Source: an optimization exercise on an open RTL-to-GDS flow (aim: small area, a short achievable clock period and few clock cycles). Production flows keep margins and buffers that such runs may drop. No activity file was given, so power comes from the tool's default toggle rates.

== oak ==
==> flow/design.v <==
module processor (clk,rst,imem_addr,imem_data,dmem_addr,dmem_wdata,dmem_we,dmem_re,dmem_rdata,stat);
    input clk;
    input rst;                   
    output [7:0] imem_addr;
    input [79:0] imem_data;
    output [7:0] dmem_addr;
    output [63:0] dmem_wdata;
    output dmem_we;
    output dmem_re;
    input [63:0] dmem_rdata;
    output [3:0] stat;           
    localparam [3:0] S_AOK = 4'b1000, S_HLT = 4'b0100, S_ADR = 4'b0010, S_INS = 4'b0001;
    integer i;
    reg [7:0]  pc;
    reg        pc_bad;
    reg        x_live;           
    reg [3:0]  x_stat;           
    reg        x_cmov, x_rm, x_mr, x_opq, x_call, x_ret, x_push, x_pop;
    reg        x_retf;           
    reg        x_ldp;            
    reg        x_stp;            
    reg        x_retx;           
    reg        x_rspb;           
    reg        x_sub, x_and, x_xor;
    reg [3:0]  x_fn;
    reg [14:0] x_selA, x_selB;   
    reg [3:0]  x_dst;
    reg        x_wmem;           
    reg [63:0] x_valC;           
    reg [8:0]  x_valP;           
    reg [7:0]  x_ab, x_aoff;     
    reg        sb_valid;         
    reg [7:0]  sb_addr;
    reg [63:0] sb_data;
    reg        cc_zf, cc_lt;     
    reg        stopped;
    reg [3:0]  stop_stat;
    reg [63:0] rf [0:14];
    function cond(input [3:0] fn, input zf, input lt);
        case (fn)
            4'h0: cond = 1'b1;
            4'h1: cond = lt | zf;
            4'h2: cond = lt;
            4'h3: cond = zf;
            4'h4: cond = ~zf;
            4'h5: cond = ~lt;
            4'h6: cond = ~lt & ~zf;
            default: cond = 1'b0;
        endcase
    endfunction
    function [8:0] add8(input [7:0] a, input [7:0] b);
        reg [7:0] g, p;
        reg [8:0] c;
        reg g10, p10, g32, p32, g54, p54, g76, p76;
        begin
            g = a & b;
            p = a ^ b;
            g10 = g[1] | (p[1] & g[0]);  p10 = p[1] & p[0];
            g32 = g[3] | (p[3] & g[2]);  p32 = p[3] & p[2];
            g54 = g[5] | (p[5] & g[4]);  p54 = p[5] & p[4];
            g76 = g[7] | (p[7] & g[6]);  p76 = p[7] & p[6];
            c[0] = 1'b0;
            c[1] = g[0];
            c[2] = g10;
            c[3] = g[2] | (p[2] & g10);
            c[4] = g32 | (p32 & g10);
            c[5] = g[4] | (p[4] & c[4]);
            c[6] = g54 | (p54 & c[4]);
            c[7] = g[6] | (p[6] & (g54 | (p54 & c[4])));
            c[8] = (g76 | (p76 & g54)) | (p76 & p54 & c[4]);
            add8 = {c[8], p ^ c[7:0]};
        end
    endfunction
    reg [63:0] valA, valB;
    always @(*) begin
        valA = 64'd0;
        valB = 64'd0;
        for (i = 0; i < 15; i = i + 1) begin
            valA = valA | ({64{x_selA[i]}} & rf[i]);
            valB = valB | ({64{x_selB[i]}} & rf[i]);
        end
    end
    wire [63:0] valY = (x_opq | x_cmov) ? (valA ^ {64{x_sub}}) : x_valC;
    wire [63:0] sum = valB + valY + {63'd0, x_sub};
    wire [63:0] pp = valB ^ valY;
    wire [63:0] gg = valB & valY;
    wire [63:0] oo = valB | valY;
    wire [63:0] valE = x_and ? gg : x_xor ? pp : sum;
    wire zf_sum = (pp == {oo[62:0], x_sub});
    wire e_zf = x_and ? (gg == 64'd0) : x_xor ? (pp == 64'd0) : zf_sum;
    wire n63 = x_sub ? (valY[63] ^ (&valY[62:0])) : valY[63];
    wire e_lt = x_and ? gg[63] : x_xor ? pp[63] : ((n63 == valB[63]) ? valB[63] : sum[63]);
    wire [8:0]  lo_sum = add8(x_ab, x_aoff);
    wire        sum_ok = (pp[8] == lo_sum[8]) & (pp[63:9] == oo[62:8]);
    wire        x_addr_rsp = x_pop | x_ret;
    wire        x_memop = x_rm | x_mr | x_call | x_ret | x_push | x_pop;
    wire        addr_ok = x_addr_rsp ? (valB[63:8] == 56'd0) : sum_ok;
    wire        mem_bad = x_memop & ~addr_ok;
    wire x_go = x_live & ~stopped & (x_stat == S_AOK);
    wire port_ld = x_ldp & ~stopped;
    wire ret_rd = ~sb_valid & ~x_rspb;
    assign dmem_addr  = port_ld ? lo_sum[7:0] : sb_valid ? sb_addr : rf[4][7:0];
    assign dmem_wdata = sb_data;
    assign dmem_we    = sb_valid & ~port_ld;
    assign dmem_re    = 1'b1;
    wire [63:0] rdata = (sb_valid & (sb_addr == lo_sum[7:0])) ? sb_data : dmem_rdata;
    always @(posedge clk) begin
        if (rst)
            sb_valid <= 1'b0;
        else if (x_stp & ~stopped & addr_ok)
            sb_valid <= 1'b1;
        else if (~port_ld)
            sb_valid <= 1'b0;
    end
    always @(posedge clk) begin
        if (x_stp & ~stopped) begin
            sb_addr <= lo_sum[7:0];
            sb_data <= x_call ? {55'd0, x_valP} : valA;
        end
    end
    wire [63:0] wval = x_wmem ? rdata : valE;
    wire        w1 = x_go & (x_dst != 4'hF) & (~x_cmov | cond(x_fn, cc_zf, cc_lt));
    wire        w2 = x_go & x_pop;                   
    wire        we1 = w1;
    wire        we2 = w2;
    function [63:0] rf_init(input integer k);
        case (k)
            1: rf_init = 64'd1;   2: rf_init = 64'd2;   3: rf_init = 64'd3;
            4: rf_init = 64'd14;  7: rf_init = 64'd18;  8: rf_init = 64'd30;
            9: rf_init = 64'd20;  10: rf_init = 64'd22; 13: rf_init = 64'd1;
            14: rf_init = 64'd10;
            default: rf_init = 64'd0;
        endcase
    endfunction
    wire [63:0] wd0 = wval & {64{~rst}};
    wire [63:0] wd1 = wval | {64{rst}};
    wire [63:0] wr4 = valE & {64{~rst}};
    always @(posedge clk) begin
        for (i = 0; i < 15; i = i + 1) begin
            if (rst || (we1 && x_dst == i))
                rf[i] <= (rf_init(i) & wd1) | (~rf_init(i) & wd0);
            else if (i == 4 && we2)
                rf[i] <= wr4;
        end
    end
    always @(posedge clk) begin
        if (rst) begin
            cc_zf <= 1'b0;
            cc_lt <= 1'b0;
        end else if (x_go & x_opq) begin
            cc_zf <= e_zf;
            cc_lt <= e_lt;
        end
    end
    always @(posedge clk) begin
        if (rst) begin
            stopped <= 1'b0;
            stop_stat <= S_AOK;
        end else if (x_live & ~stopped & ((x_stat != S_AOK) | mem_bad)) begin
            stopped <= 1'b1;
            stop_stat <= (x_stat != S_AOK) ? x_stat : S_ADR;
        end
    end
    assign stat = stopped ? stop_stat : (x_live ? x_stat : S_AOK);
    assign imem_addr = pc;
    wire [3:0]  f_icode = imem_data[79:76];
    wire [3:0]  f_ifun  = imem_data[75:72];
    wire [3:0]  f_rA    = imem_data[71:68];
    wire [3:0]  f_rB    = imem_data[67:64];
    wire [63:0] f_valC  = imem_data[63:0];
    wire [63:0] f_dest  = imem_data[71:8];
    wire f_ok = ~pc_bad & (f_icode != 4'h0) & (f_icode < 4'hC);
    wire [3:0] f_stat = pc_bad ? S_ADR : (f_icode >= 4'hC) ? S_INS :
                        (f_icode == 4'h0) ? S_HLT : S_AOK;
    wire f_cmov = f_icode == 4'h2;
    wire f_opq  = f_icode == 4'h6;
    wire f_call = f_icode == 4'h8;
    wire f_usesA = f_cmov | (f_icode == 4'h4) | f_opq | (f_icode == 4'hA);
    wire f_usesB = (f_icode == 4'h4) | (f_icode == 4'h5) | f_opq;
    wire f_stack = f_call | (f_icode == 4'h9) | (f_icode == 4'hA) | (f_icode == 4'hB);
    wire f_down  = f_call | (f_icode == 4'hA);
    reg [7:0] rdB;
    always @(*) begin
        rdB = 8'd0;
        for (i = 0; i < 15; i = i + 1)
            rdB = rdB | ({8{f_rB == i}} & rf[i][7:0]);
    end
    wire [7:0] fwdB = (w1 & (f_rB == x_dst)) ? wval[7:0] : (w2 & (f_rB == 4'd4)) ? valE[7:0] : rdB;
    wire [7:0] fwdS = (w1 & (x_dst == 4'd4)) ? wval[7:0] : w2 ? valE[7:0] : rf[4][7:0];
    wire nz = (x_live & x_opq) ? e_zf : cc_zf;
    wire nl = (x_live & x_opq) ? e_lt : cc_lt;
    wire f_taken = f_call | ((f_icode == 4'h7) & cond(f_ifun, nz, nl));
    wire f_retf = f_ok & (f_icode == 4'h9) & ret_rd;
    wire [8:0] pc1  = {1'b0, pc} + 9'd1;
    wire [8:0] pc2  = {1'b0, pc} + 9'd2;
    wire [8:0] pc9  = {1'b0, pc} + 9'd9;
    wire [8:0] pc10 = {1'b0, pc} + 9'd10;
    reg  [8:0] f_valP;
    always @(*) begin
        case (f_icode)
            4'h2, 4'h6, 4'hA, 4'hB: f_valP = pc2;
            4'h3, 4'h4, 4'h5: f_valP = pc10;
            4'h7, 4'h8: f_valP = pc9;
            default: f_valP = pc1;
        endcase
    end
    always @(posedge clk) begin
        if (rst) begin
            pc <= 8'd0;
            pc_bad <= 1'b0;
        end else if (x_retx) begin
            pc <= rdata[7:0];
            pc_bad <= (rdata[63:8] != 56'd0);
        end else if (f_retf) begin
            pc <= dmem_rdata[7:0];
            pc_bad <= (dmem_rdata[63:8] != 56'd0);
        end else if (f_taken) begin
            pc <= f_dest[7:0];
            pc_bad <= (f_dest[63:8] != 56'd0);
        end else begin
            pc <= f_valP[7:0];
            pc_bad <= f_valP[8];
        end
    end
    always @(posedge clk) begin
        if (rst)
            x_live <= 1'b0;
        else
            x_live <= ~x_retx;
    end
    wire f_go = ~rst & ~x_retx & f_ok;       
    always @(posedge clk) begin
        x_ldp  <= f_go & ((f_icode == 4'h5) | (f_icode == 4'hB) | ((f_icode == 4'h9) & ~f_retf));
        x_stp  <= f_go & ((f_icode == 4'h4) | (f_icode == 4'hA) | f_call);
        x_retx <= f_go & (f_icode == 4'h9) & ~f_retf;
        x_rspb <= f_go & ((f_icode == 4'h4) | (f_icode == 4'h5) | f_stack |
                          (((f_icode == 4'h2) | (f_icode == 4'h3) | f_opq) & (f_rB == 4'd4)));
    end
    always @(posedge clk) begin
        x_stat  <= f_stat;
        x_cmov  <= f_ok & f_cmov;
        x_rm    <= f_ok & (f_icode == 4'h4);
        x_mr    <= f_ok & (f_icode == 4'h5);
        x_opq   <= f_ok & f_opq;
        x_call  <= f_ok & f_call;
        x_ret   <= f_ok & (f_icode == 4'h9);
        x_retf  <= f_retf;
        x_push  <= f_ok & (f_icode == 4'hA);
        x_pop   <= f_ok & (f_icode == 4'hB);
        x_sub   <= f_opq & (f_ifun[1:0] == 2'd1);
        x_and   <= f_opq & (f_ifun[1:0] == 2'd2);
        x_xor   <= f_opq & (f_ifun[1:0] == 2'd3);
        x_fn    <= f_ifun;
        for (i = 0; i < 15; i = i + 1) begin
            x_selA[i] <= f_usesA & (f_rA == i);
            x_selB[i] <= f_stack ? (i == 4) : f_usesB & (f_rB == i);
        end
        case (f_icode)
            4'h2, 4'h3, 4'h6: x_dst <= f_rB;
            4'h5, 4'hB:       x_dst <= f_rA;
            4'h8, 4'h9, 4'hA: x_dst <= 4'd4;
            default:          x_dst <= 4'hF;
        endcase
        x_wmem <= (f_icode == 4'h5) | (f_icode == 4'hB);
        x_valC <= f_down ? 64'hFFFF_FFFF_FFFF_FFF8 : f_stack ? 64'd8 : f_valC;
        x_valP <= f_valP;
        x_ab   <= f_stack ? fwdS : fwdB;
        x_aoff <= f_down ? 8'hF8 : f_stack ? 8'h00 : f_valC[7:0];
    end
endmodule
export LEC_CHECK = 0
export CAP_MARGIN = 40
export CORE_MARGIN = 2
export CORE_UTILIZATION = 40
export SLEW_MARGIN = 40
create_clock -name core_clock -period 32.0 [get_ports {clk}]
standard.sh (not shown) runs the stock make flow with config.mk's settings and CLKGATE_MAP_FILE= SYNTH_SCRIPT=/design/flow/synth_recipe.tcl, a recipe that flattens the netlist after the stock synthesis.
==> flow/flow/run.sh <==
#!/bin/bash
# The standard layout, with buf_4 as the buffer on every port in place of
# the default choice (a slow delay cell).
set -euo pipefail
export BUFFER_PORTS_ARGS="-buffer_cell sky130_fd_sc_hd__buf_4"
bash standard.sh finish > standard.log 2>&1
The following lists how pine was set up differently from oak:
--- a/flow/design.v
+++ b/flow/design.v
@@ -46,31 +46,27 @@
             4'h5: cond = ~lt;
             4'h6: cond = ~lt & ~zf;
             default: cond = 1'b0;
         endcase
     endfunction
-    function [8:0] add8(input [7:0] a, input [7:0] b);
-        reg [7:0] g, p;
-        reg [8:0] c;
-        reg g10, p10, g32, p32, g54, p54, g76, p76;
+    function [63:0] addsk(input [63:0] x, input [63:0] y, input cin);
+        reg [63:0] g, p, G, P;
+        reg [63:0] c;
+        integer l, k, j;
         begin
-            g = a & b;
-            p = a ^ b;
-            g10 = g[1] | (p[1] & g[0]);  p10 = p[1] & p[0];
-            g32 = g[3] | (p[3] & g[2]);  p32 = p[3] & p[2];
-            g54 = g[5] | (p[5] & g[4]);  p54 = p[5] & p[4];
-            g76 = g[7] | (p[7] & g[6]);  p76 = p[7] & p[6];
-            c[0] = 1'b0;
-            c[1] = g[0];
-            c[2] = g10;
-            c[3] = g[2] | (p[2] & g10);
-            c[4] = g32 | (p32 & g10);
-            c[5] = g[4] | (p[4] & c[4]);
-            c[6] = g54 | (p54 & c[4]);
-            c[7] = g[6] | (p[6] & (g54 | (p54 & c[4])));
-            c[8] = (g76 | (p76 & g54)) | (p76 & p54 & c[4]);
-            add8 = {c[8], p ^ c[7:0]};
+            g = x & y; p = x ^ y;
+            G = g; P = p;
+            G[0] = g[0] | (p[0] & cin);
+            for (l = 0; l < 6; l = l + 1)
+                for (k = 0; k < 64; k = k + 1)
+                    if ((k >> l) & 1) begin
+                        j = ((k >> l) << l) - 1;
+                        G[k] = G[k] | (P[k] & G[j]);
+                        P[k] = P[k] & P[j];
+                    end
+            c = {G[62:0], cin};
+            addsk = p ^ c;
         end
     endfunction
     reg [63:0] valA, valB;
     always @(*) begin
         valA = 64'd0;
@@ -79,20 +75,21 @@
             valA = valA | ({64{x_selA[i]}} & rf[i]);
             valB = valB | ({64{x_selB[i]}} & rf[i]);
         end
     end
     wire [63:0] valY = (x_opq | x_cmov) ? (valA ^ {64{x_sub}}) : x_valC;
-    wire [63:0] sum = valB + valY + {63'd0, x_sub};
+    wire [63:0] sum = addsk(valB, valY, x_sub);
     wire [63:0] pp = valB ^ valY;
     wire [63:0] gg = valB & valY;
     wire [63:0] oo = valB | valY;
     wire [63:0] valE = x_and ? gg : x_xor ? pp : sum;
     wire zf_sum = (pp == {oo[62:0], x_sub});
     wire e_zf = x_and ? (gg == 64'd0) : x_xor ? (pp == 64'd0) : zf_sum;
     wire n63 = x_sub ? (valY[63] ^ (&valY[62:0])) : valY[63];
     wire e_lt = x_and ? gg[63] : x_xor ? pp[63] : ((n63 == valB[63]) ? valB[63] : sum[63]);
-    wire [8:0]  lo_sum = add8(x_ab, x_aoff);
+    wire [63:0] lo_sum64 = addsk({56'd0, x_ab}, {56'd0, x_aoff}, 1'b0);
+    wire [8:0]  lo_sum = lo_sum64[8:0];
     wire        sum_ok = (pp[8] == lo_sum[8]) & (pp[63:9] == oo[62:8]);
     wire        x_addr_rsp = x_pop | x_ret;
     wire        x_memop = x_rm | x_mr | x_call | x_ret | x_push | x_pop;
     wire        addr_ok = x_addr_rsp ? (valB[63:8] == 56'd0) : sum_ok;
     wire        mem_bad = x_memop & ~addr_ok;
[summary]
Total power of pine is lower than that of oak.
Number of well-tap cells placed delta (pine -> oak): insignificant
Summary of pine over oak: initial antenna violation count went up by 11; pin count of the biggest net entering global routing went up by 10; fraction of area in clock buffers and inverters was more or less identical.
Fraction of area in multi-input gates: pine lower than oak
Where worst setup slack is concerned, oak is outperformed by pine.
Re met1 demand-to-capacity share in global routing: pine is 0.18 points up on oak.
No run of this note included a check of the RTL's function; only the layout flow was run.

## port drivers added, routing unchanged
The results above use ideal ports. As a check the final layouts listed here were re-extracted and re-timed, cells and wires unchanged. Step 1 assumes that a clkbuf_16 drives the clock port and a buf_2 every other input. Step 2 adds t to the input delays and takes it off the output delays; t is the mean of the earliest and latest rising clock arrival at the registers after step 1. Input paths then give back, and output paths get back, about the clock's delay inside the block. Slacks: ideal ports / drivers / drivers and shift; pairs: ideal ports / drivers.
| run | t (ns) | setup WS [ns] | worst setup path after step 2 | latest minus earliest clock arrival (ns) | worst slew at a driven data input, ns |
|---|---|---|---|---|---|
| oak | 0.886 | 22.169 / 22.088 / 22.245 | input to register | 0.035 / 0.036 | 0.07 |
| pine | 0.877 | 22.357 / 22.273 / 22.590 | input to register | 0.048 / 0.047 | 0.14 |
After both steps every run listed still meets setup and hold.
